This is an optimization exercise on Yosys and OpenROAD, whose aim is small area, a short achievable clock period and few clock cycles, not a production implementation.
RTL that was checked went through simulation tests only; none was proved equivalent to the original.
Function not checked in runs 4 and 5: the RTL went through the layout flow alone.
Power and IR drop assume default switching activity.

==> flow/design.v (outline; a module is shown in full before it is edited, if it fits) <==
// module Milestone1: 170 lines
// module csc_r: 156 lines
// module csc_g: 168 lines
// module csc_b: 139 lines
// module interp_tree: 149 lines
module Milestone1(
	 input logic Clock,
	 input logic resetn,
	 input logic start,
	 input logic  [15:0] SRAM_read_data,
	 output logic [15:0] SRAM_write_data,
	 output logic done,
	 output logic SRAM_we_n,
	 output logic [17:0] SRAM_address
);
  // ...
==> flow/flow/run.sh <==
#!/bin/bash
# The standard layout (standard.sh) with two changes:
#  - timing repair aims MARGIN ns below the clock period (SETUP_SLACK_MARGIN);
#  - after the standard synthesis, flow/polarity.py removes inverters around
#    full adders (a full adder with all inputs and outputs inverted is the
#    same full adder); registers are untouched.
set -euo pipefail
MARGIN=${MARGIN:-7.3}
sed -e "s/SETUP_SLACK_MARGIN=[0-9.]*/SETUP_SLACK_MARGIN=$MARGIN/" standard.sh > standard_margin.sh
grep -q "SETUP_SLACK_MARGIN=$MARGIN" standard_margin.sh
bash standard_margin.sh synth > synth.log 2>&1
RES=orfs/results/${FLOW_PLATFORM}/Milestone1/base
cp $RES/1_2_yosys.v 1_2_yosys.orig.v
python3 flow/polarity.py 1_2_yosys.orig.v $RES/1_2_yosys.v > polarity.log 2>&1
rm -f $RES/1_synth.odb $RES/1_synth.sdc
bash standard_margin.sh > layout.log 2>&1
==> flow/flow/polarity.py <==
#!/usr/bin/env python3
"""Removes inverters around full adders in a mapped sky130 netlist.

A full adder is self-dual: FA(~a, ~b, ~c) = (~sum, ~cout). Yosys' adder
extraction often leaves inverters on full-adder inputs and outputs; this
pass chooses, per full adder, whether to use it "flipped" (inverted inputs
and outputs) so that as few inverters as possible remain, then rewrites the
netlist. Registers and all other cells are untouched; the logic function of
every register input and output port is unchanged.

usage: polarity.py in.v out.v
"""
import re, sys, random

OUT_PINS = {"X", "Y", "Q", "Q_N", "SUM", "COUT", "HI", "LO"}
FA_IN = ("A", "B", "CIN")
INV = "sky130_fd_sc_hd__inv_1"

src = open(sys.argv[1]).read()
cell_re = re.compile(r"^  (sky130_fd_sc_hd__\w+) (\\\S+ |\S+) \((.*?)\n  \);\n", re.S | re.M)
pin_re = re.compile(r"\.(\w+)\(([^()]*)\)")

cells = []   # [type, name, [(pin, net)], span]
for m in cell_re.finditer(src):
    pins = [(p, n.strip()) for p, n in pin_re.findall(m.group(3))]
    cells.append([m.group(1), m.group(2), pins, m.span()])

# module ports: never rename or remove the nets they are on
hdr = src[:cells[0][3][0]]
ports = set()
for m in re.finditer(r"^\s*(input|output)\s*(\[\d+:\d+\])?\s*(\S+);", hdr, re.M):
    ports.add(m.group(3))
def is_port(net):
    return net.split("[")[0].lstrip("\\").strip() in ports or net.startswith("\\") and net[1:].split("[")[0] in ports

driver = {}
loads = {}
for i, (t, name, pins, _) in enumerate(cells):
    for p, n in pins:
        if p in OUT_PINS:
            driver[n] = (i, p)
        else:
            loads.setdefault(n, []).append((i, p))

# removable inverters: output net internal
removable = set()
for i, (t, name, pins, _) in enumerate(cells):
    if t == INV:
        d = dict(pins)
        if not is_port(d["Y"]) and d["Y"] not in ("1'h0", "1'h1"):
            removable.add(i)

def lit(net, depth=0):
    """(base net, polarity) of a net through removable inverters."""
    if net in driver and driver[net][0] in removable and depth < 50:
        a = dict(cells[driver[net][0]][2])["A"]
        b, p = lit(a, depth + 1)
        return b, p ^ 1
    return net, 0

# consumers of every base net
cons = {}          # base -> list of (cell, pin, r)
for i, (t, name, pins, _) in enumerate(cells):
    if i in removable:
        continue
    for p, n in pins:
        if p in OUT_PINS:
            continue
        b, r = lit(n)
        cons.setdefault(b, []).append((i, p, r))
# ports that are driven through an inverter chain: keep these inverters (skip)
fa = [i for i, c in enumerate(cells) if c[0] == "sky130_fd_sc_hd__fa_1" or c[0].startswith("sky130_fd_sc_hd__fa_")]
faset = set(fa)
flip = {i: 0 for i in fa}

def drv_flip(b):
    if b in driver and driver[b][0] in faset:
        return flip[driver[b][0]]
    return 0

def need_inv(b):
    d = drv_flip(b)
    for (i, p, r) in cons.get(b, []):
        rr = r ^ (flip[i] if (i in faset and p in FA_IN) else 0)
        if rr != d:
            return 1
    return 0

# nets touched by each FA
touch = {}
for i in fa:
    d = dict(cells[i][2])
    s = set()
    for p in FA_IN:
        s.add(lit(d[p])[0])
    s.add(d["SUM"]); s.add(d["COUT"])
    touch[i] = s

base_nets = set(cons.keys())
before = sum(need_inv(b) for b in base_nets)
def greedy():
    improved = True
    rounds = 0
    while improved and rounds < 50:
        improved = False
        rounds += 1
        for i in fa:
            nets = touch[i]
            c0 = sum(need_inv(b) for b in nets)
            flip[i] ^= 1
            c1 = sum(need_inv(b) for b in nets)
            if c1 < c0:
                improved = True
            else:
                flip[i] ^= 1

# greedy descent, then random perturbations (kept when not worse)
greedy()
cur = sum(need_inv(b) for b in base_nets)
rng = random.Random(1)
for it in range(300):
    saved = dict(flip)
    for i in rng.sample(fa, min(len(fa), 4)):
        flip[i] ^= 1
    greedy()
    c = sum(need_inv(b) for b in base_nets)
    if c <= cur:
        cur = c
    else:
        flip.clear(); flip.update(saved)
after = sum(need_inv(b) for b in base_nets)

# rewrite
new_inv = {}    # base -> inverted net name
decls = []
k = [0]
def inv_net(b):
    if b not in new_inv:
        n = f"_polinv_{k[0]}_"
        k[0] += 1
        new_inv[b] = n
        decls.append(f"  wire {n};\n")
    return new_inv[b]

def esc(n):
    return n + " " if n.startswith("\\") else n


out_cells = {}
for i, (t, name, pins, span) in enumerate(cells):
    if i in removable:
        out_cells[i] = ""
        continue
    newpins = []
    for p, n in pins:
        if p in OUT_PINS:
            newpins.append((p, n))
            continue
        b, r = lit(n)
        rr = r ^ (flip[i] if (i in faset and p in FA_IN) else 0)
        d = drv_flip(b)
        newpins.append((p, b if rr == d else inv_net(b)))
    body = ",\n".join(f"    .{p}({esc(n)})" for p, n in newpins)
    out_cells[i] = f"  {t} {name} (\n{body}\n  );\n"

inv_cells = []
for j, (b, n) in enumerate(sorted(new_inv.items(), key=lambda x: x[1])):
    inv_cells.append(f"  {INV} _polinv_cell_{j}_ (\n    .A({esc(b)}),\n    .Y({n})\n  );\n")

res = []
pos = 0
for i, (t, name, pins, span) in enumerate(cells):
    if i == 0:
        res.append(src[pos:span[0]])
        res.extend(decls)
    else:
        res.append(src[pos:span[0]])
    res.append(out_cells[i])
    pos = span[1]
    if i == len(cells) - 1:
        res.extend(inv_cells)
res.append(src[pos:])
open(sys.argv[2], "w").write("".join(res))
print(f"full adders {len(fa)}, flipped {sum(flip.values())}; inverters: {len(removable)} removable,"
      f" needed before {before}, after {after}, written {len(new_inv)}")
==> flow/standard.sh <==
#!/bin/bash
# synth_recipe.tcl (not shown) runs the flow's synth.tcl, then flattens the netlist and writes it again
# the make line also repeats each setting of config.mk as NAME=value (left out here)
make -C /OpenROAD-flow-scripts/flow DESIGN_CONFIG=/design/flow/config.mk WORK_HOME=/design/flow/orfs CLKGATE_MAP_FILE= SYNTH_SCRIPT=/design/flow/synth_recipe.tcl "${@:-finish}"
==> flow/config.mk <==
export PLATFORM = sky130hd
export DESIGN_NAME = Milestone1
export DESIGN_NICKNAME = Milestone1
export VERILOG_FILES = /design/flow/design.v
export SDC_FILE = /design/flow/constraint.sdc
export NUM_CORES = 4
export LEC_CHECK = 0
export CAP_MARGIN = 20
export CORE_MARGIN = 2
export CORE_UTILIZATION = 60
export SETUP_SLACK_MARGIN = 5
export SLEW_MARGIN = 20
==> flow/constraint.sdc <==
create_clock -name core_clock -period 11.0 [get_ports {Clock}]
set_input_delay 2.2000 -clock core_clock [delete_from_list [all_inputs] [get_ports {Clock}]]
set_output_delay 2.2000 -clock core_clock [all_outputs]
set_load 0.01 [all_outputs]
==> run notes, run 1 <==
VDD IR max=0.0001300 V; netlist area before placement=0.02347 mm²; post-CTS setup buffer count=1; setup ws final=7.327 ns; worst hold path depth=0; met3 global-route usage=3.241%; CP Data Required Time=8.80 ns; CTS sink cnt=387; Final min period=3.673 ns; HP Start=uw4[5]; status=complete, no violations; sequential cells=387; fraction of area in multi-input gates=49.56%; PwrDens=110.2 mW/mm²; Top class by area=multi-input combinational cells; GR Layer Usage met2=44.08%; Routed Antenna Nets=0; ANT cells=0; clk slew on worst S/H paths=0.06 ns; Fill cells=2955; most common cell after layout, fill and taps aside=inv_1; layout cell share with drive strength beyond 1=10.67%; Worst Setup SP=SRAM_write_data[6]; most frequent cells in the layout=230 x inv_1, 216 x fa_1, 214 x ha_1; fraction of area in registers=36.74%; Worst slew margin=46.36%; class of the worst hold path=flip-flop to flip-flop; final core occ=67.16%; total power=2.860 mW; crit-path leading delay family=buffers and inverters; Slew Viols, Final=0
Testbench counts, summed over its fixed seeds: cycles 1,152,162.
==> run 2: changes to the inputs <==
--- a/flow/flow/run.sh
+++ b/flow/flow/run.sh
@@ -5,7 +5,7 @@
 #    full adders (a full adder with all inputs and outputs inverted is the
 #    same full adder); registers are untouched.
 set -euo pipefail
-MARGIN=${MARGIN:-7.3}
+MARGIN=${MARGIN:-7.6}
 sed -e "s/SETUP_SLACK_MARGIN=[0-9.]*/SETUP_SLACK_MARGIN=$MARGIN/" standard.sh > standard_margin.sh
 grep -q "SETUP_SLACK_MARGIN=$MARGIN" standard_margin.sh
 bash standard_margin.sh synth > synth.log 2>&1
--- a/flow/config.mk
+++ b/flow/config.mk
@@ -8,5 +8,7 @@
 export CAP_MARGIN = 20
 export CORE_MARGIN = 2
 export CORE_UTILIZATION = 60
+export CTS_CLUSTER_DIAMETER = 80
+export CTS_CLUSTER_SIZE = 24
 export SETUP_SLACK_MARGIN = 5
 export SLEW_MARGIN = 20
==> run notes, run 2 <==
status=complete, no violations; synthesized instance count=1960; crit-path leading delay family=flip-flops; Sw Share=21.54%; Die Ht=201.8 µm; Initial DRC Count=756; antenna violations before repair=0; most frequent cells in the layout=226 x inv_1, 210 x ha_1, 209 x fa_1; WL/cell=19.79 µm; H-tree levels=1; CP Launch Type=flip-flop; Syn. warnings=1; Slew @ Worst Pin=0.8479 ns; CTS Buf Count=24; core area=0.03865 mm²; Syn Area/Cell=11.98 µm²; leakage=10.78 nW; Fill cells=2934 (-0.71%); r2r worst-path depth=11; Layout area overhead=9.403%; Hold EP=vw2[7]; Die ar.=0.04072 mm²; Gate power share=0.7%; CP peak stage delay=0.55 ns; largest net degree at the start of global routing=65; clk root buf=clkbuf_16; Routed Antenna Nets=0 (unchanged); Psw=529.3 µW; Final min period=3.403 ns (-0.2699 ns); DIE WIDTH=201.8 µm; clock latency at the later pin of the worst-skew pair=0.57 ns; Pint=1.928 mW; number of global-route vias before repair=15.16k; VDD IR max=0.0001224 V (-5.9%); Layout Nets=2482; Setup violations, final=0; most common cell after layout, fill and taps aside=inv_1; skew final=0.02828 ns; achievable clock frequency=293.9 MHz; sequential power share=60.1%; class of the worst hold path=flip-flop to flip-flop; r2r startpoint=bu[6]; CP cell instances=buf_6; Mapped Nets=2409; Starting Density=60.74%; Worst slew margin=43.47% (-2.9 points); GRT Resource Usage Total=25.77%; GRT Residual Overflow=0; RSZ-0062 raised after global routing=true; CP Data Required Time=8.80 ns (about the same); CP Buf/Inv Count=1; worst hold path depth=0 (unchanged); FP Rows=72; crit path DAT=1.20 ns; Clock power frac=39.2%; DR DRC count=0; HP Start=vw3[7]; Routed WL=50.83 mm; crit end category=primary output; CTS sink cnt=387 (unchanged); CTS Buffer Depth=3; number of max-cap violations=0; DRT Pass-1 Iters=5; Vias/cell=5.631; setup TNS=0 ns; Final Hold Viols=0; final core occ=66.45% (-0.71 points); max reg flops=20; PortBufs=54; global-route wire length before repair=81.73 mm; Slew Viols, Final=0 (unchanged); layout cell share with drive strength beyond 1=12.82% (+2.1 points); Crit Path Max Fanout=2; Largest Register=bo; Worst Setup SP=SRAM_we_n; netlist area before placement=0.02347 mm² (unchanged); PwrDens=95.70 mW/mm² (-13%); FF-to-FF End=bo[0]; sequential standard cell area=0.009594 mm²; IO Pins=55; Vias=14.47k; Worst Setup Path Type=flip-flop to primary output; setup ws final=7.597 ns (+0.2699 ns); footprint of the multi-input gates=0.01292 mm²; CTS tree=built; DP Wirelength=39.59 mm; global placement routability congestion=0.8596; Hold-fix buffers, CTS=0; worst slack, placed=6.916 ns; Tcrit/Tclk final=30.94%; flop-to-flop setup slack=7.66 ns; clk slew on worst S/H paths=0.10 ns (+0.04 ns); ANT cells=0 (unchanged); CP max stage cell=dfstp_2
-- run 2: cell types whose count changed in the layout (fill, tap and decap cells not counted), moves of 10 or more --
cell / previous run / this run
buf_4: 11 / 34
clkbuf_16: 44 / 26
clkdlybuf4s50_1: 52 / 17
dfxtp_1: 178 / 155
dfxtp_2: 5 / 18
dfxtp_4: 0 / 10
dlygate4sd2_1: 1 / 28
-- run 2: what timing repair did --
item	CTS	global route
resized for setup	74	37
cloned	0	2
endpoints found under the setup margin	57	22
pin swaps	1	5
setup buffers	3	27
-- run 2: how the worst max path moves through the flow --
| stage | end | depth (start not counted) |
|---|---|---|
| after global routing | ip3[7] | 11 |
| final | SRAM_we_n | 1 |
| after CTS | SRAM_we_n | 1 |
| after global placement | ip3[8] | 12 |
| after floorplan | ip2[8] | 17 |
| after detailed placement | ip3[8] | 12 |
-- run 2: power by group through the flow --
stage / clock [mW] / combinational, mW / sequential [mW]
floorplan: 0 / 0.00129 / 1.51
global placement: 0 / 0.0171 / 1.51
detailed placement: 0 / 0.0173 / 1.51
CTS: 0.989 / 0.0175 / 1.48
global route: 1.04 / 0.0182 / 1.48
finish: 0.964 / 0.0168 / 1.48
-- run 2: layout make-up --
| cell class | count | area share [%] |
|---|---|---|
| clock buffer | 32 | 2.538 |
| timing repair buffer | 91 | 3.191 |
| clock inverter | 12 | 0.5847 |
| sequential | 387 | 37.36 |
| multi-input combinational | 1296 | 50.32 |
| inverter | 232 | 3.464 |
| timing repair inverter | 1 | 0.01949 |
| tap | 518 | 2.524 |
-- run 2: per-stage QoR --
| stage | area [µm²] | power (mW) | hold WS (ns) | std cells |
|---|---|---|---|---|
| 5_1_grt | 25680 | 2.537 | 0.4664 | 2569 |
| 3_3_place_gp | 24510 | 1.528 | 0.4271 | 2493 |
| 4_1_cts | 25360 | 2.484 | 0.4515 | 2540 |
| 3_5_place_dp | 24510 | 1.529 | 0.4292 | 2493 |
| 2_1_floorplan | 23540 | 1.513 | 0.4142 | 1960 |
| 6_report | 25680 | 2.458 | 0.4504 | 2569 |
-- run 2: metal layers --
| layer | GRT usage, % | share of wire [%] |
|---|---|---|
| met1 | 34.35 | 44 |
| met2 | 44.78 | 50 |
| met3 | 2.548 | 3.5 |
| met4 | 8.114 | 3.0 |
| met5 | 0 | 0 |
==> run 3: changes to the inputs <==
--- a/flow/config.mk
+++ b/flow/config.mk
@@ -8,7 +8,5 @@
 export CAP_MARGIN = 20
 export CORE_MARGIN = 2
 export CORE_UTILIZATION = 60
-export CTS_CLUSTER_DIAMETER = 80
-export CTS_CLUSTER_SIZE = 24
 export SETUP_SLACK_MARGIN = 5
 export SLEW_MARGIN = 20
==> run notes, run 3 <==
status=complete, no violations; CP Data Required Time=8.80 ns (about the same); number of global-route vias before repair=15.29k (+0.84%); Die ar.=0.04072 mm² (unchanged); Critical Path Sink=SRAM_we_n; CTS Buffer Depth=3 (unchanged); Gate power share=0.6% (about the same); H-tree levels=2 (+1); GRT Resource Usage Total=26.20% (+0.43 points); Vias/cell=5.610 (-0.39%); Mapped Nets=2409 (unchanged); leakage=11.10 nW (+2.9%); most frequent cells in the layout=226 x inv_1, 213 x fa_1, 210 x ha_1; Routed Antenna Nets=0 (unchanged); WL/cell=19.82 µm (+0.19%); class of the worst hold path=flip-flop to flip-flop; achievable clock frequency=294.3 MHz (+0.15%); CP Launch Type=flip-flop; global-route wire length before repair=82.52 mm (+0.97%); Worst path depth=1 (unchanged); Slew Viols, Final=0 (unchanged); VDD IR max=0.0001151 V (-6.0%); CP cell instances=buf_6; IO Pins=55 (unchanged); CTS tree=built; FP Rows=72 (unchanged); Pint=2.314 mW (+20%); CP peak stage delay=0.54 ns (about the same); netlist area before placement=0.02347 mm² (unchanged); r2r startpoint=bu[7]; Syn. warnings=1 (unchanged); most common cell after layout, fill and taps aside=inv_1; DIE WIDTH=201.8 µm (unchanged); Initial DRC Count=842 (+11%); Layout Nets=2504 (+0.89%); CTS sink cnt=387 (unchanged); number of max-cap violations=0 (unchanged); CP Buf/Inv Count=1 (unchanged); ANT cells=0 (unchanged); crit-path leading delay family=flip-flops; Slew @ Worst Pin=0.8029 ns (-0.04507 ns); Clock power frac=48.7% (+9.5 points); DRT Pass-1 Iters=5 (unchanged); Tcrit/Tclk final=30.89% (-0.048 points); clock latency at the later pin of the worst-skew pair=0.57 ns (about the same); DP Wirelength=39.59 mm (unchanged); Setup violations, final=0 (unchanged); max reg flops=20 (unchanged); Psw=602.5 µW (+14%); Vias=14.62k (+1.1%); layout cell share with drive strength beyond 1=14.22% (+1.4 points); GRT Residual Overflow=0 (unchanged); Final min period=3.398 ns (-0.005230 ns); Crit Path Max Fanout=2 (unchanged); skew final=0.01453 ns (-0.01375 ns); PwrDens=110.9 mW/mm² (+16%); DR DRC count=0 (unchanged); Layout area overhead=12.03%; PortBufs=54 (unchanged); synthesized instance count=1960 (unchanged); Largest Register=bo; FF-to-FF End=bo[0]; crit path DAT=1.20 ns (about the same); flop-to-flop setup slack=7.73 ns (+0.07 ns); r2r worst-path depth=11 (unchanged); RSZ-0062 raised after global routing=true; Final Hold Viols=0 (unchanged); core area=0.03865 mm² (unchanged); Syn Area/Cell=11.98 µm² (unchanged); clk slew on worst S/H paths=0.06 ns (-0.04 ns); largest net degree at the start of global routing=65 (unchanged); crit end category=primary output; WHS=0.4427 ns (-0.007649 ns); CTS Buf Count=42 (+75%); antenna violations before repair=0 (unchanged); Routed WL=51.68 mm (+1.7%); setup TNS=0 ns (unchanged); Worst Setup Path Type=flip-flop to primary output; sequential power share=50.7% (-9.4 points); Worst slew margin=46.48% (+3.0 points); clk root buf=clkbuf_16; Sw Share=20.66% (-0.88 points); Worst Setup SP=SRAM_we_n; Die Ht=201.8 µm (unchanged); Starting Density=60.74% (unchanged); global placement routability congestion=0.8596 (unchanged); CP max stage cell=dfstp_2
-- run 3: cell count changes in the layout (fill, tap and decap cells not counted), moves of 4 or more --
cell       change
clkbuf_16     +18
fa_2           -4
bufinv_16      +4
fa_1           +4
clkinv_1       +5
clkinv_2      +12
-- run 3: layout make-up --
cell class              count  area (µm²)
clock buffers              49        1119
clock inverters            29       271.5
fillers                  2865       12350
inverters                 232       889.6
multi-input cells        1296       12920
flip-flops and latches    387        9594
well taps                 518       648.1
repair buffers             95       853.3
repair inverters            1       5.005
-- run 3: power groups by stage --
stage	sequential, mW	combinational (mW)	clock (mW)
6_report	1.48	0.0169	1.42
3_3_place_gp	1.51	0.0171	0
2_1_floorplan	1.51	0.00129	0
3_5_place_dp	1.51	0.0173	0
4_1_cts	1.48	0.0174	1.45
5_1_grt	1.48	0.0183	1.51
-- run 3: through the flow --
| stage | instances | total power, mW | cell area, µm² | utilization (%) | worst slack (ns) |
|---|---|---|---|---|---|
| finish | 2607 | 2.917 | 26300 | 68.05 | 7.602 |
| global route | 2607 | 3.002 | 26300 | 68.05 | 7.552 |
| CTS | 2572 | 2.947 | 25930 | 67.10 | 7.564 |
| detailed placement | 2493 | 1.529 | 24510 | 63.42 | 6.916 |
| global placement | 2493 | 1.528 | 24510 | 63.42 | 6.990 |
| floorplan | 1960 | 1.513 | 23540 | - | 7.573 |
-- run 3: repair_timing --
item	CTS	global route
cloned	0	2
setup endpoints to repair	56	24
setup buffers	1	33
hold buffers	0	0
pin swaps	0	5
gates resized for setup	74	38
-- run 3: worst min-delay path by stage --
stage | start | to | slack, ns | cells past startpoint
3_3_place_gp | uw4[3] | uw3[3] | 0.43 | 0
5_1_grt | uw3[2] | uw2[2] | 0.46 | 0
4_1_cts | vw3[7] | vw2[7] | 0.44 | 0
3_5_place_dp | vw3[7] | vw2[7] | 0.43 | 0
6_report | fin | fin | 0.44 | 2
2_1_floorplan | fin | fin | 0.41 | 2
-- run 3: layer usage --
| layer | track usage (%) | vias to the layer above | wire (µm) |
|---|---|---|---|
| li1 | - | 6917 | - |
| met1 | 34.74 | 7308 | 22360 |
| met2 | 44.65 | 312 | 25570 |
| met3 | 3.773 | 87 | 2124 |
| met4 | 8.640 | 0 | 1634 |
| met5 | 0 | - | 0 |
==> module Milestone1, before the edit <==
module Milestone1(
	 input logic Clock,
	 input logic resetn,
	 input logic start,
	 input logic  [15:0] SRAM_read_data,
	 output logic [15:0] SRAM_write_data,
	 output logic done,
	 output logic SRAM_we_n,
	 output logic [17:0] SRAM_address
);
localparam logic [17:0] U_START   = 18'd38400;
localparam logic [17:0] V_START   = 18'd57600;
localparam logic [17:0] RGB_START = 18'd146944;
logic        run, fin;
logic        start_r;      
logic [4:0]  ph;           
logic        odd;          
logic        wr_en;        
logic [15:0] yaddr;        
logic [17:0] waddr;        
logic [7:0]  qw;           
logic [7:0]  uw0, uw1, uw2, uw3, uw4, uw5;
logic [7:0]  vw0, vw1, vw2, vw3, vw4, vw5;
logic [7:0]  ustage;
logic [15:0] vstage;
logic [15:0] yreg;
logic [7:0]  uodd, vodd;
logic [7:0] iw0, iw1, iw2, iw3, iw4, iw5;
logic [7:0] e0, e1, e2, e3, e4, e5;
logic [8:0] ip1, ip2, ip3;
logic [7:0] ia, ib;              
logic       ic;                  
logic [7:0] it_a, it_b;
logic       it_c;
logic [7:0] iout;
logic       q_first, q_second, q_156, q_157, q_158, q_last;    
wire [7:0] vnew = odd ? vstage[7:0] : vstage[15:8];
wire isel_v = ph[2];
assign iw0 = isel_v ? vw1  : uw0;
assign iw1 = isel_v ? vw2  : uw1;
assign iw2 = isel_v ? vw3  : uw2;
assign iw3 = isel_v ? vw4  : uw3;
assign iw4 = isel_v ? vw5  : uw4;
assign iw5 = isel_v ? vnew : uw5;
wire c_first  = q_first;
wire c_second = q_second;
wire c_157    = q_157;
wire c_158    = q_158;
wire c_last   = q_last;
assign e0 = c_first ? iw2 : c_second ? iw1 : iw0;
assign e1 = c_first ? iw2 : iw1;
assign e2 = iw2;
assign e3 = c_last ? iw2 : iw3;
assign e4 = c_last ? iw2 : c_158 ? iw3 : iw4;
assign e5 = c_last ? iw2 : c_158 ? iw3 : c_157 ? iw4 : iw5;
always_ff @(posedge Clock) begin
	ip1 <= {1'b0, e2} + {1'b0, e3};
	ip2 <= {1'b0, e1} + {1'b0, e4};
	ip3 <= {1'b0, e0} + {1'b0, e5};
	ia  <= it_a;
	ib  <= it_b;
	ic  <= it_c;
end
interp_tree u_interp (.p1(ip1), .p2(ip2), .p3(ip3), .a(it_a), .b(it_b), .c(it_c));
assign iout = ia + ib + {7'd0, ic};
logic [7:0] ry, rv, gy, gu, gv, by, bu;
logic [8:0] gs;       
logic [24:0] r_out, g_out, b_out;
logic [24:0] ro, go, bo;
function automatic [7:0] clip(input logic [24:0] t);
	logic [11:0] x;
	x = t[24:13] + t[12:1] + {11'd0, t[0]};
	clip = x[11] ? 8'd0 : (|x[10:8]) ? 8'd255 : x[7:0];
endfunction
always_ff @(posedge Clock) begin
	ry <= ph[0] ? yreg[7:0] : yreg[15:8];
	rv <= ph[0] ? vodd : vw2;
	gy <= ph[1] ? yreg[7:0] : yreg[15:8];
	gu <= ph[1] ? uodd : uw2;
	gv <= ph[1] ? vodd : vw2;
	gs <= ph[1] ? {1'b0, uodd} + {1'b0, vodd} : {1'b0, uw2} + {1'b0, vw2};
	by <= ph[1] ? yreg[7:0] : yreg[15:8];
	bu <= ph[1] ? uodd : uw2;
	ro <= r_out;
	go <= g_out;
	bo <= b_out;
end
csc_r u_r (.y(ry), .v(rv), .o(r_out));
csc_g u_g (.y(gy), .u(gu), .v(gv), .s(gs), .o(g_out));
csc_b u_b (.y(by), .u(bu), .o(b_out));
wire        last_pair = (yaddr == 16'd38400);
wire        y_neg     = yaddr[15] & ~wr_en;    
wire [17:0] c_addr    = {{3{y_neg}}, yaddr[15:1]} + (odd ? U_START + 18'd2 : V_START + 18'd3);
always_ff @(posedge Clock) begin
	if (ph[2]) begin
		uw0 <= uw1; uw1 <= uw2; uw2 <= uw3; uw3 <= uw4; uw4 <= uw5;
		vw0 <= vw1; vw1 <= vw2; vw2 <= vw3; vw3 <= vw4; vw4 <= vw5;
		if (!odd) begin
			uw5 <= SRAM_read_data[15:8];
			ustage <= SRAM_read_data[7:0];
			vw5 <= vstage[15:8];
		end else begin
			uw5 <= ustage;
			vw5 <= vstage[7:0];
			vstage <= SRAM_read_data;
		end
	end
	if (ph[3]) yreg <= SRAM_read_data;
	if (ph[0]) uodd <= iout;
	if (ph[4]) vodd <= iout;
	SRAM_write_data <= ph[1] ? {clip(ro), clip(go)} : ph[2] ? {clip(bo), clip(ro)} : {clip(go), clip(bo)};
end
always_ff @(posedge Clock) begin
	if (ph[4]) SRAM_address <= c_addr;
	else if (ph[0]) SRAM_address <= {2'd0, yaddr};
	else SRAM_address <= waddr;
end
always_ff @(posedge Clock or negedge resetn) begin
	if (!resetn) begin
		run   <= 1'b0;
		fin   <= 1'b0;
		done  <= 1'b0;
		start_r <= 1'b0;
		ph    <= 5'b10000;
		odd   <= 1'b0;         
		wr_en <= 1'b0;
		yaddr <= 16'hFFFB;     
		waddr <= RGB_START;
		qw    <= 8'd155;       
		q_first  <= 1'b0;
		q_second <= 1'b0;
		q_156    <= 1'b0;
		q_157    <= 1'b0;
		q_158    <= 1'b0;
		q_last   <= 1'b0;
		SRAM_we_n <= 1'b1;
	end else begin
		done <= 1'b0;
		start_r <= start;
		if ((run || (start_r && !fin)) && !(run && ph[4] && last_pair)) begin
			if (!run) run <= 1'b1;
			ph <= {ph[3:0], ph[4]};
			if (ph[4]) begin  
				odd   <= ~odd;
				yaddr <= yaddr + 16'd1;
				if (yaddr == 16'd0) wr_en <= 1'b1;
			end
			if (ph[4] || ph[0]) SRAM_we_n <= 1'b1;
			else begin  
				SRAM_we_n <= ~wr_en;
				if (wr_en) waddr <= waddr + 18'd1;
			end
			if (ph[1]) begin
				qw       <= q_last ? 8'd0 : qw + 8'd1;
				q_first  <= q_last;
				q_second <= q_first;
				q_156    <= (qw == 8'd155);
				q_157    <= q_156;
				q_158    <= q_157;
				q_last   <= q_158;
			end
		end else if (run) begin
			run  <= 1'b0;
			fin  <= 1'b1;
			done <= 1'b1;
			SRAM_we_n <= 1'b1;
		end
	end
end
endmodule
==> run 4: changes to the inputs <==
--- a/flow/design.v
+++ b/flow/design.v
@@ -199,6 +199,8 @@
 localparam logic [17:0] RGB_START = 18'd146944;
 logic        run, fin;
 logic        start_r;      
+logic        we;           
+assign SRAM_we_n = ~we;
 logic [4:0]  ph;           
 logic        odd;          
 logic        wr_en;        
@@ -319,7 +321,7 @@
 		q_157    <= 1'b0;
 		q_158    <= 1'b0;
 		q_last   <= 1'b0;
-		SRAM_we_n <= 1'b1;
+		we    <= 1'b0;
 	end else begin
 		done <= 1'b0;
 		start_r <= start;
@@ -331,9 +333,9 @@
 				yaddr <= yaddr + 16'd1;
 				if (yaddr == 16'd0) wr_en <= 1'b1;
 			end
-			if (ph[4] || ph[0]) SRAM_we_n <= 1'b1;
+			if (ph[4] || ph[0]) we <= 1'b0;
 			else begin  
-				SRAM_we_n <= ~wr_en;
+				we <= wr_en;
 				if (wr_en) waddr <= waddr + 18'd1;
 			end
 			if (ph[1]) begin
@@ -349,7 +351,7 @@
 			run  <= 1'b0;
 			fin  <= 1'b1;
 			done <= 1'b1;
-			SRAM_we_n <= 1'b1;
+			we   <= 1'b0;
 		end
 	end
 end
==> flow/flow/run.sh (replaced) <==
#!/bin/bash
# The standard layout (standard.sh) with three changes:
#  - timing repair aims MARGIN ns below the clock period (SETUP_SLACK_MARGIN);
#  - the port buffers are buf_2 cells (the default picks a delay buffer);
#  - after the standard synthesis, flow/polarity.py removes inverters around
#    full adders (a full adder with all inputs and outputs inverted is the
#    same full adder); registers are untouched.
set -euo pipefail
MARGIN=${MARGIN:-7.8}
sed -e "s/SETUP_SLACK_MARGIN=[0-9.]*/SETUP_SLACK_MARGIN=$MARGIN/" \
    -e "s/CLKGATE_MAP_FILE= /CLKGATE_MAP_FILE= 'BUFFER_PORTS_ARGS=-buffer_cell sky130_fd_sc_hd__buf_2' /" \
    standard.sh > standard_margin.sh
grep -q "BUFFER_PORTS_ARGS" standard_margin.sh
grep -q "SETUP_SLACK_MARGIN=$MARGIN" standard_margin.sh
bash standard_margin.sh synth > synth.log 2>&1
RES=orfs/results/${FLOW_PLATFORM}/Milestone1/base
cp $RES/1_2_yosys.v 1_2_yosys.orig.v
python3 flow/polarity.py 1_2_yosys.orig.v $RES/1_2_yosys.v > polarity.log 2>&1
rm -f $RES/1_synth.odb $RES/1_synth.sdc
bash standard_margin.sh > layout.log 2>&1
--- a/flow/config.mk
+++ b/flow/config.mk
@@ -8,5 +8,7 @@
 export CAP_MARGIN = 20
 export CORE_MARGIN = 2
 export CORE_UTILIZATION = 60
+export CTS_CLUSTER_DIAMETER = 80
+export CTS_CLUSTER_SIZE = 24
 export SETUP_SLACK_MARGIN = 5
 export SLEW_MARGIN = 20
==> run notes, run 4 <==
Worst Setup Path Type=flip-flop to primary output; Layout area overhead=9.950%; most common cell after layout, fill and taps aside=inv_1; Layout Nets=2486 (-0.72%); crit-path leading delay family=flip-flops; max reg flops=20 (unchanged); crit end category=primary output; crit path DAT=1.15 ns (-0.05 ns); GRT Residual Overflow=0 (unchanged); FP Rows=72 (unchanged); Starting Density=60.78% (about the same); clk root buf=clkbuf_16; core area=0.03865 mm² (unchanged); Die Ht=201.9 µm (about the same); Routed WL=51.20 mm (-0.94%); VDD IR max=0.0001572 V (+37%); WL/cell=19.88 µm (+0.29%); Vias/cell=5.588 (-0.39%); DRT Pass-1 Iters=4 (-1); DR DRC count=0 (unchanged); ANT cells=0 (unchanged); CTS tree=built; clk slew on worst S/H paths=0.10 ns (+0.04 ns); Slew @ Worst Pin=1.030 ns (+0.2273 ns); largest net degree at the start of global routing=61 (-6.2%); CTS Buf Count=26 (-38%); setup TNS=0 ns (unchanged); Vias=14.39k (-1.6%); Initial DRC Count=873 (+3.7%); Final min period=3.355 ns (-0.04280 ns); sequential standard cell area=0.009641 mm² (+0.48%); number of global-route vias before repair=14.95k (-2.2%); H-tree levels=1 (-1); class of the worst hold path=flip-flop to flip-flop; clock latency at the later pin of the worst-skew pair=0.59 ns (+0.02 ns); Crit Path Max Fanout=2 (unchanged); CP Launch Type=flip-flop; skew final=0.03436 ns (+0.01982 ns); Setup violations, final=0 (unchanged); leakage=10.90 nW (-1.7%); CP peak stage delay=0.40 ns (-0.14 ns); DP Wirelength=39.81 mm (+0.56%); Syn. warnings=1 (unchanged); antenna violations before repair=0 (unchanged); CP max stage cell=dfrtp_1; final non-filler cell total=2575 (-1.2%); Hold-fix buffers, CTS=0 (unchanged); IO Pins=55 (unchanged); CP Data Required Time=8.80 ns (about the same); CP Buf/Inv Count=2 (+1); CTS Buffer Depth=3 (unchanged); DIE WIDTH=201.9 µm (about the same); Syn Area/Cell=11.97 µm² (about the same); layout cell share with drive strength beyond 1=16.38% (+2.2 points); Largest Register=bo; Slew Viols, Final=0 (unchanged); synthesized instance count=1962 (+0.10%); PortBufs=54 (unchanged); footprint of the multi-input gates=0.01297 mm² (+0.39%); Tcrit/Tclk final=30.50% (-0.39 points); status=complete, no violations; RSZ-0062 raised after global routing=true; Fill cells=2900 (+1.2%); CTS sink cnt=387 (unchanged); global-route wire length before repair=82.02 mm (-0.61%); Die ar.=0.04075 mm² (about the same); PwrDens=99.59 mW/mm² (-10%); most frequent cells in the layout=230 x inv_1, 211 x fa_1, 209 x ha_1; number of max-cap violations=0 (unchanged); achievable clock frequency=298.1 MHz (+1.3%); global placement routability congestion=0.9054 (+5.3%); Routed Antenna Nets=0 (unchanged); netlist area before placement=0.02349 mm² (about the same); Worst slew margin=31.32% (-15 points); CP cell instances=inv_1, buf_2; GRT Resource Usage Total=25.99% (-0.21 points); Placed Instances=2492 (-0.040%); Final Hold Viols=0 (unchanged); Mapped Nets=2411 (+0.083%)
[run 4: worst register-to-register path: cells and delay by family, from the launching register on]
kind / cells / cell delay, ns
DFF: 1 / 0.34
AOI/OAI and AO/OA: 2 / 0.22
buffers and inverters: 3 / 0.13
adders and majority gates: 6 / 2.40
[run 4: repair_timing]
action	4_1_cts	5_1_grt
pin swaps	3	10
endpoints found under the setup margin	74	62
resized for setup	50	49
cloned	1	0
setup buffers	9	25
[run 4: worst paths after layout]
path	from	cells after the start	end	slack, ns
setup / recovery	we	2	SRAM_we_n	7.65
hold / removal	uw4[4]	0	uw3[4]	0.45
setup reg to reg	ip1[7]	11	ic	7.79
hold reg to reg	uw4[4]	0	uw3[4]	0.45
max in group asynchronous	resetn	2	q_last	8.62
min in group asynchronous	resetn	2	waddr[3]	1.77
[run 4: cell type report]
type	count	area share [%]
Multi-Input combinational cell	1293	50.21
Inverter	234	3.435
Clock inverter	20	1.177
Clock buffer	28	2.548
Timing Repair Buffer	95	2.795
Tap cell	518	2.509
Sequential cell	387	37.33
[run 4: power by group]
| part | switching (mW) | total [mW] | internal [mW] |
|---|---|---|---|
| clock network | 0.549 | 1.09 | 0.537 |
| registers | 0.0000477 | 1.47 | 1.47 |
| logic | 0.00831 | 0.0119 | 0.00360 |
[run 4: layer usage]
| metal | GRT usage [%] | up-vias | part of all wire, % | wire [µm] |
|---|---|---|---|---|
| li1 | - | 6860 | - | - |
| met1 | 34.76 | 7205 | 44 | 22580 |
| met2 | 46.20 | 253 | 51 | 25870 |
| met3 | 2.548 | 70 | 3.1 | 1606 |
| met4 | 5.620 | 0 | 2.2 | 1141 |
| met5 | 0 | - | 0 | 0 |
[run 4: per-stage QoR]
stage          utilization (%)  power (mW)  hold WS (ns)  setup slack (ns)  instance area, µm²
2_1_floorplan                -       1.513        0.4142             7.618               23570
3_3_place_gp             62.84       1.524        0.4273             7.025               24290
3_5_place_dp             62.84       1.524        0.4282             6.974               24290
4_1_cts                  65.94       2.607        0.4507             7.594               25480
5_1_grt                  66.83       2.651        0.4691             7.592               25830
6_report                 66.83       2.572        0.4488             7.645               25830
==> run 5: changes to the inputs <==
--- a/flow/design.v
+++ b/flow/design.v
@@ -260,15 +260,21 @@
 	x = t[24:13] + t[12:1] + {11'd0, t[0]};
 	clip = x[11] ? 8'd0 : (|x[10:8]) ? 8'd255 : x[7:0];
 endfunction
+wire [7:0] gy_n = ph[1] ? yreg[7:0] : yreg[15:8];
+wire [7:0] gu_n = ph[1] ? uodd : uw2;
+wire [7:0] gv_n = ph[1] ? vodd : vw2;
+wire [7:0] r_c = clip(ro);
+wire [7:0] g_c = clip(go);
+wire [7:0] b_c = clip(bo);
 always_ff @(posedge Clock) begin
 	ry <= ph[0] ? yreg[7:0] : yreg[15:8];
 	rv <= ph[0] ? vodd : vw2;
-	gy <= ph[1] ? yreg[7:0] : yreg[15:8];
-	gu <= ph[1] ? uodd : uw2;
-	gv <= ph[1] ? vodd : vw2;
-	gs <= ph[1] ? {1'b0, uodd} + {1'b0, vodd} : {1'b0, uw2} + {1'b0, vw2};
-	by <= ph[1] ? yreg[7:0] : yreg[15:8];
-	bu <= ph[1] ? uodd : uw2;
+	gy <= gy_n;
+	gu <= gu_n;
+	gv <= gv_n;
+	gs <= {1'b0, gu_n} + {1'b0, gv_n};
+	by <= gy_n;
+	bu <= gu_n;
 	ro <= r_out;
 	go <= g_out;
 	bo <= b_out;
@@ -296,7 +302,7 @@
 	if (ph[3]) yreg <= SRAM_read_data;
 	if (ph[0]) uodd <= iout;
 	if (ph[4]) vodd <= iout;
-	SRAM_write_data <= ph[1] ? {clip(ro), clip(go)} : ph[2] ? {clip(bo), clip(ro)} : {clip(go), clip(bo)};
+	SRAM_write_data <= ph[1] ? {r_c, g_c} : ph[2] ? {b_c, r_c} : {g_c, b_c};
 end
 always_ff @(posedge Clock) begin
 	if (ph[4]) SRAM_address <= c_addr;
==> run notes, run 5 <==
status=complete, no violations; Syn Area/Cell=12.06 µm² (+0.75%); Vias/cell=5.641 (+0.96%); IO Pins=55 (unchanged); Starting Density=60.41% (-0.37 points); DP Wirelength=40.09 mm (+0.71%); number of max-cap violations=0 (unchanged); Largest Register=bo; antenna violations before repair=0 (unchanged); Slew Viols, Final=0 (unchanged); Routed Antenna Nets=0 (unchanged); global placement routability congestion=0.8392 (-7.3%); CP Buf/Inv Count=1 (-1); PortBufs=54 (unchanged); CTS Buf Count=25 (-3.8%); Crit Path Max Fanout=1 (-1); Worst Setup Path Type=flip-flop to primary output; synthesized instance count=1922 (-2.0%); Die ar.=0.04023 mm² (-1.3%); max reg flops=20 (unchanged); CP Launch Type=flip-flop; clk root buf=clkbuf_16; core area=0.03838 mm² (-0.70%); Setup violations, final=0 (unchanged); CTS Buffer Depth=3 (unchanged); Final min period=3.314 ns (-0.04075 ns); crit-path leading delay family=flip-flops; leakage=10.61 nW (-2.7%); Mapped Nets=2362 (-2.0%); Fill cells=3068 (+5.8%); FF-to-FF End=bo[0]; Design Area, Final=0.02552 mm² (-1.2%); DIE WIDTH=200.6 µm (-0.64%); crit path DAT=1.11 ns (-0.04 ns); Layout Nets=2443 (-1.7%); DRT Pass-1 Iters=5 (+1); H-tree levels=1 (unchanged); CP peak stage delay=0.41 ns (about the same); CTS sink cnt=387 (unchanged); worst hold path depth=0 (unchanged); FP Rows=72 (unchanged); most common cell after layout, fill and taps aside=inv_1; Layout area overhead=10.08%; VDD IR max=0.0001139 V (-28%); Die Ht=200.6 µm (-0.64%); Routed WL=51.87 mm (+1.3%); layout cell share with drive strength beyond 1=17.61% (+1.2 points); r2r startpoint=by[7]; Tcrit/Tclk final=30.13% (-0.37 points); setup ws final=7.686 ns (+0.04075 ns); Hold-fix buffers, CTS=0 (unchanged); achievable clock frequency=301.7 MHz (+1.2%); Vias=14.33k (-0.41%); worst slack, placed=6.609 ns (-0.3653 ns); DR DRC count=0 (unchanged); Worst Setup SP=done; placed inst area=0.02406 mm² (-0.93%); Slew @ Worst Pin=0.9318 ns (-0.09840 ns); Final Hold Viols=0 (unchanged); clock latency at the later pin of the worst-skew pair=0.57 ns (-0.02 ns); global-route wire length before repair=83.64 mm (+2.0%); class of the worst hold path=flip-flop to flip-flop; flop-to-flop setup slack=7.80 ns (about the same); number of global-route vias before repair=14.94k (-0.047%); WL/cell=20.42 µm (+2.7%); ANT cells=0 (unchanged); CP Data Required Time=8.80 ns (about the same); most frequent cells in the layout=212 x inv_1, 210 x fa_1, 199 x ha_1; clk slew on worst S/H paths=0.09 ns (about the same); CP cell instances=buf_2; HP Start=vw3[6]; skew final=0.01927 ns (-0.01508 ns); CTS tree=built; RSZ-0062 raised after global routing=true; crit end category=primary output; r2r worst-path depth=11 (unchanged); Worst slew margin=37.88% (+6.6 points); GRT Residual Overflow=0 (unchanged); GRT Resource Usage Total=26.69% (+0.70 points); CP max stage cell=dfrtp_1; Hold EP=vw2[6]; largest net degree at the start of global routing=75 (+23%); netlist area before placement=0.02318 mm² (-1.3%); Syn. warnings=1 (unchanged); setup TNS=0 ns (unchanged); PwrDens=97.64 mW/mm² (-2.0%); Initial DRC Count=1096 (+26%)
==> run 5: layout make-up <==
cell class | count | area [µm²] | area share (%)
flip-flops and latches | 387 | 9634 | 37.75
repair buffers | 100 | 785.8 | 3.079
multi-input cells | 1271 | 12790 | 50.12
inverters | 218 | 830.8 | 3.256
clock buffers | 32 | 651.9 | 2.554
clock inverters | 14 | 177.7 | 0.6962
well taps | 518 | 648.1 | 2.540
==> run 5: worst max path at each step <==
stage	endpoint	slack (ns)	depth (start not counted)
2_1_floorplan	ip2[6]	7.64	15
3_3_place_gp	ip3[6]	6.74	13
3_5_place_dp	ip3[8]	6.61	13
4_1_cts	SRAM_we_n	7.65	2
5_1_grt	SRAM_we_n	7.65	2
6_report	done	7.69	1
==> run 5: repair_timing <==
item	4_1_cts	5_1_grt
setup buffers	20	17
gates cloned	0	1
endpoints found under the setup margin	98	56
gates resized for setup	48	52
pin swaps	10	1
==> run 5: where the power goes <==
group | switching (mW) | internal (mW) | leakage (nW)
Clock | 0.547 | 0.457 | 0.402
Combinational | 0.00933 | 0.00362 | 6.64
Sequential | 0.000122 | 1.47 | 3.57
Total | 0.557 | 1.93 | 10.6
==> run 5: layer usage <==
layer	vias up	GRT usage [%]	part of all wire (%)
li1	6795	-	-
met1	7190	36.87	44
met2	278	46.24	50
met3	66	2.679	4.0
met4	0	5.688	1.8
met5	-	0	0
==> run 5: through the flow <==
| stage | util (%) | total power [mW] | hold slack [ns] | cells |
|---|---|---|---|---|
| 6_report | 66.50 | 2.492 | 0.4483 | 2540 |
| 5_1_grt | 66.50 | 2.565 | 0.4444 | 2540 |
| 4_1_cts | 65.65 | 2.516 | 0.4356 | 2522 |
| 3_5_place_dp | 62.69 | 1.525 | 0.4298 | 2456 |
| 3_3_place_gp | 62.69 | 1.525 | 0.4258 | 2456 |
| 2_1_floorplan | - | 1.513 | 0.4204 | 1922 |

-- static timing again, ports no longer ideal --
In the flow no input, the clock included, has a driving cell. The finished layouts below were timed again as built, in two steps.
Step 1 sets driving cells, clkbuf_16 on the clock port and buf_2 on the other inputs (assumed; they add their load-dependent delay and slew).
Step 2 moves the port delays by t, midway between the first and last clock arrival at a register: inputs arrive t later, outputs are due t later. That takes back most of the time a late clock gives input paths.
a / b / c = ideal ports / drivers / drivers and shift; a / b = the first two.
run	t, ns	setup WS [ns]	worst setup path at the end	worst slew at a driven data input, ns
run 1	0.613	7.327 / 7.276 / 7.409	register to register	0.09
run 2	0.605	7.597 / 7.544 / 7.650	input to register	0.09
run 3	0.620	7.602 / 7.548 / 7.637	input to register	0.09
run 4	0.623	7.645 / 7.589 / 7.793	register to register	0.06
run 5	0.613	7.686 / 7.633 / 7.796	register to register	0.04
After both steps setup and hold are still met in every run listed.
